Context: an optimization exercise on an open-source flow, tuned for small area, a short achievable clock period and few clock cycles. The choices shown serve that exercise and are no tape-out recipe.
In this exercise RTL edits were held to simulation tests only and were not proved equivalent to the original.
Power and IR drop assume default switching activity.

Setup of run 1:
Design conv_pool, start of the top module:
module conv_pool (clk, rst, in_valid, in_ready, in_w, in_x0, in_x1, in_x2, in_x3,
                  in_bias, in_last, out_valid, out_z);
Settings: LEC_CHECK=0, CAP_MARGIN=70, CORE_MARGIN=2, CORE_UTILIZATION=40, PLACE_DENSITY=0.75, SLEW_MARGIN=70, BUFFER_PORTS_ARGS=-buffer_cell sky130_fd_sc_hd__buf_2; clock period 11.0 ns.
standard.sh (not shown) runs the stock make flow with config.mk's settings and CLKGATE_MAP_FILE= SYNTH_SCRIPT=/design/flow/synth_recipe.tcl, a recipe that flattens the netlist after the stock synthesis.
==> flow/flow/run.sh <==
#!/bin/bash
# Layout flow: the standard flow (standard.sh), with one change: the
# buffers that buffer_ports puts on every input and output port are buf_2
# cells instead of ORFS's default pick, the delay buffer clkdlybuf4s50_1.
set -euo pipefail
echo 'export BUFFER_PORTS_ARGS = -buffer_cell sky130_fd_sc_hd__buf_2' >> config.mk
bash standard.sh > standard.log 2>&1
Run 1 | stages: all done | timing, DRC, antenna: all pass
Testbench counts of run 1, summed over its fixed seeds: cycles 17,796.
Input changes introduced in run 2 (baseline for comparison: run 1):
--- a/flow/config.mk
+++ b/flow/config.mk
@@ -9,5 +9,5 @@
 export CORE_MARGIN = 2
 export CORE_UTILIZATION = 40
-export PLACE_DENSITY = 0.75
+export PLACE_DENSITY = 0.65
 export SLEW_MARGIN = 70
 export BUFFER_PORTS_ARGS = -buffer_cell sky130_fd_sc_hd__buf_2
--- outcome ---
- Lower clock power among run 2 and run 1: run 1
- [run 2 vs run 1] share of power burned in combinational logic: lower in run 2
- The via count of run 2 was superior to that of run 1.
- Compared with run 1, in run 2 total wire length after detailed routing increased 2.1%, count of fill cells added during filler insertion increased 2.7%, clock period minus final worst setup slack increased 0.0062 ns.
- Run 2 reports a higher final non-filler cell area than run 1 does.
- Setup slack on run 2 is behind run 1.
- Run 2 -> run 1: number of top-level design ports delta 0, exact match
- On overall power of the completed layout, run 1 tracks run 2 almost exactly.
## Diff of input files: run 3 against run 2
--- a/flow/config.mk
+++ b/flow/config.mk
@@ -6,8 +6,8 @@
 export NUM_CORES = 4
 export LEC_CHECK = 0
-export CAP_MARGIN = 70
+export CAP_MARGIN = 50
 export CORE_MARGIN = 2
 export CORE_UTILIZATION = 40
-export PLACE_DENSITY = 0.65
-export SLEW_MARGIN = 70
+export PLACE_DENSITY = 0.75
+export SLEW_MARGIN = 50
 export BUFFER_PORTS_ARGS = -buffer_cell sky130_fd_sc_hd__buf_2
==> comparison <==
- Between run 2 and run 3, share of the clock period used by the worst path after layout increased.
- Sequential share of layout area: run 3 and run 2 compared, higher one is run 3
- Clock tree buffer count of the final layout for run 3: 1.3% down relative to run 2
- The fmax in run 2 is 1.13 times that in run 3.
- Setup slack in run 3 is smaller than in run 2.
- Re fraction of power consumed by the clock network: run 3 is 0.7 points down on run 2.
- The higher portion of the layout cell area used by clock cells of run 3 and run 2 is in run 2.
Input-level comparison between run 4 and run 3:
--- a/flow/config.mk
+++ b/flow/config.mk
@@ -6,8 +6,8 @@
 export NUM_CORES = 4
 export LEC_CHECK = 0
-export CAP_MARGIN = 50
+export CAP_MARGIN = 75
 export CORE_MARGIN = 2
 export CORE_UTILIZATION = 40
 export PLACE_DENSITY = 0.75
-export SLEW_MARGIN = 50
+export SLEW_MARGIN = 75
 export BUFFER_PORTS_ARGS = -buffer_cell sky130_fd_sc_hd__buf_2
==> comparison <==
- ~same global-route met3 utilization in run 4 and run 3
- Looking at routing usage on met1, run 4 sits above run 3.
- Static power due to leakage up 1.9% in run 4 wrt run 3
- Run 3 → run 4: growth of design area from synthesis to finish up 3.0 points, number of I/O pins neither gained nor lost much.
> inputs changed (run 4 -> run 5)
--- a/flow/config.mk
+++ b/flow/config.mk
@@ -6,8 +6,8 @@
 export NUM_CORES = 4
 export LEC_CHECK = 0
-export CAP_MARGIN = 75
+export CAP_MARGIN = 85
 export CORE_MARGIN = 2
 export CORE_UTILIZATION = 40
 export PLACE_DENSITY = 0.75
-export SLEW_MARGIN = 75
+export SLEW_MARGIN = 85
 export BUFFER_PORTS_ARGS = -buffer_cell sky130_fd_sc_hd__buf_2
Results
Run 5 against run 4: share of total power in the clock network went down; required time of the critical path went up; wire length of the first global-routing pass went up; number of cells upsized or downsized after cts did not really move. On wire length reported by the detailed router: run 5 sits above run 4. Higher global routing usage on met1 goes to run 5 over run 4. In run 5 relative to run 4, amount of wire on met2 after detailed routing had gone up by more than 10%. Between run 4 and run 5, the flow reports number of buffers other than clock buffers in the final layout increasing by more than 100%. Looking at number of fill cells, run 5 sits 1405 lower than run 4 does. The higher half-perimeter wire length after placement came out of run 5.
Modified inputs, run 6 compared to run 5
==> flow/run.sh (new file) <==
#!/bin/bash
# synth_recipe.tcl (not shown) runs the flow's synth.tcl, then flattens the netlist and writes it again
# the make line also repeats each setting of config.mk as NAME=value (left out here)
make -C /OpenROAD-flow-scripts/flow DESIGN_CONFIG=/design/flow/config.mk WORK_HOME=/design/flow/orfs CLKGATE_MAP_FILE= SYNTH_SCRIPT=/design/flow/synth_recipe.tcl finish
--- a/flow/config.mk
+++ b/flow/config.mk
@@ -6,8 +6,7 @@
 export NUM_CORES = 4
 export LEC_CHECK = 0
-export CAP_MARGIN = 85
+export CAP_MARGIN = 70
 export CORE_MARGIN = 2
 export CORE_UTILIZATION = 40
 export PLACE_DENSITY = 0.75
-export SLEW_MARGIN = 85
-export BUFFER_PORTS_ARGS = -buffer_cell sky130_fd_sc_hd__buf_2
+export SLEW_MARGIN = 70
removed: flow/flow/run.sh
removed: flow/standard.sh
Notes after the runs:
Run 6 has completed all stages; timing, DRC and antenna checks passed.
Run 5 ended up with clkdlybuf4s50_1 as its slowest stage cell on the critical path; run 6 ended up with dfxtp_2.
Run 6 vs run 5: number of clock buffer instances in the layout up by more than 10%
Run 6 against run 5: fraction of met1 tracks used by global routing moved down, worst setup slack moved up.
Logic gate share of total power (run 6 over run 5): decrease, 5.9 points

-- afterwards: timing with drivers on the ports --
How much do the figures lean on ideal ports? The routed layouts below were timed once more, with nothing changed but the port constraints.
Step 1: set_driving_cell puts a clkbuf_16 on clk and a buf_2 on each other input, an assumption about the parent block.
Step 2 moves the port delays by t, midway between the first and last clock arrival at a register: inputs arrive t later, outputs are due t later. That takes back most of the time a late clock gives input paths.
Three values: no drivers, after step 1, after step 2; two values: the first two.
run | t (ns) | setup WS [ns] | worst setup path after step 2 | worst register clock-pin slew, ns | pins driven straight from the clock port
run 1 | 0.694 | 7.035 / 7.035 / 7.035 | register to register | 0.07 / 0.07 | 1
run 2 | 0.699 | 7.028 / 7.028 / 7.028 | register to register | 0.07 / 0.07 | 1
run 3 | 0.690 | 6.515 / 6.515 / 6.515 | register to register | 0.07 / 0.07 | 1
run 4 | 0.704 | 7.115 / 7.115 / 7.115 | register to register | 0.07 / 0.07 | 1
run 5 | 0.702 | 0.843 / 0.843 / 0.843 | register to register | 0.07 / 0.07 | 1
run 6 | 0.687 | 7.017 / 7.017 / 7.017 | register to register | 0.07 / 0.07 | 1
After both steps every run listed still meets setup and hold.
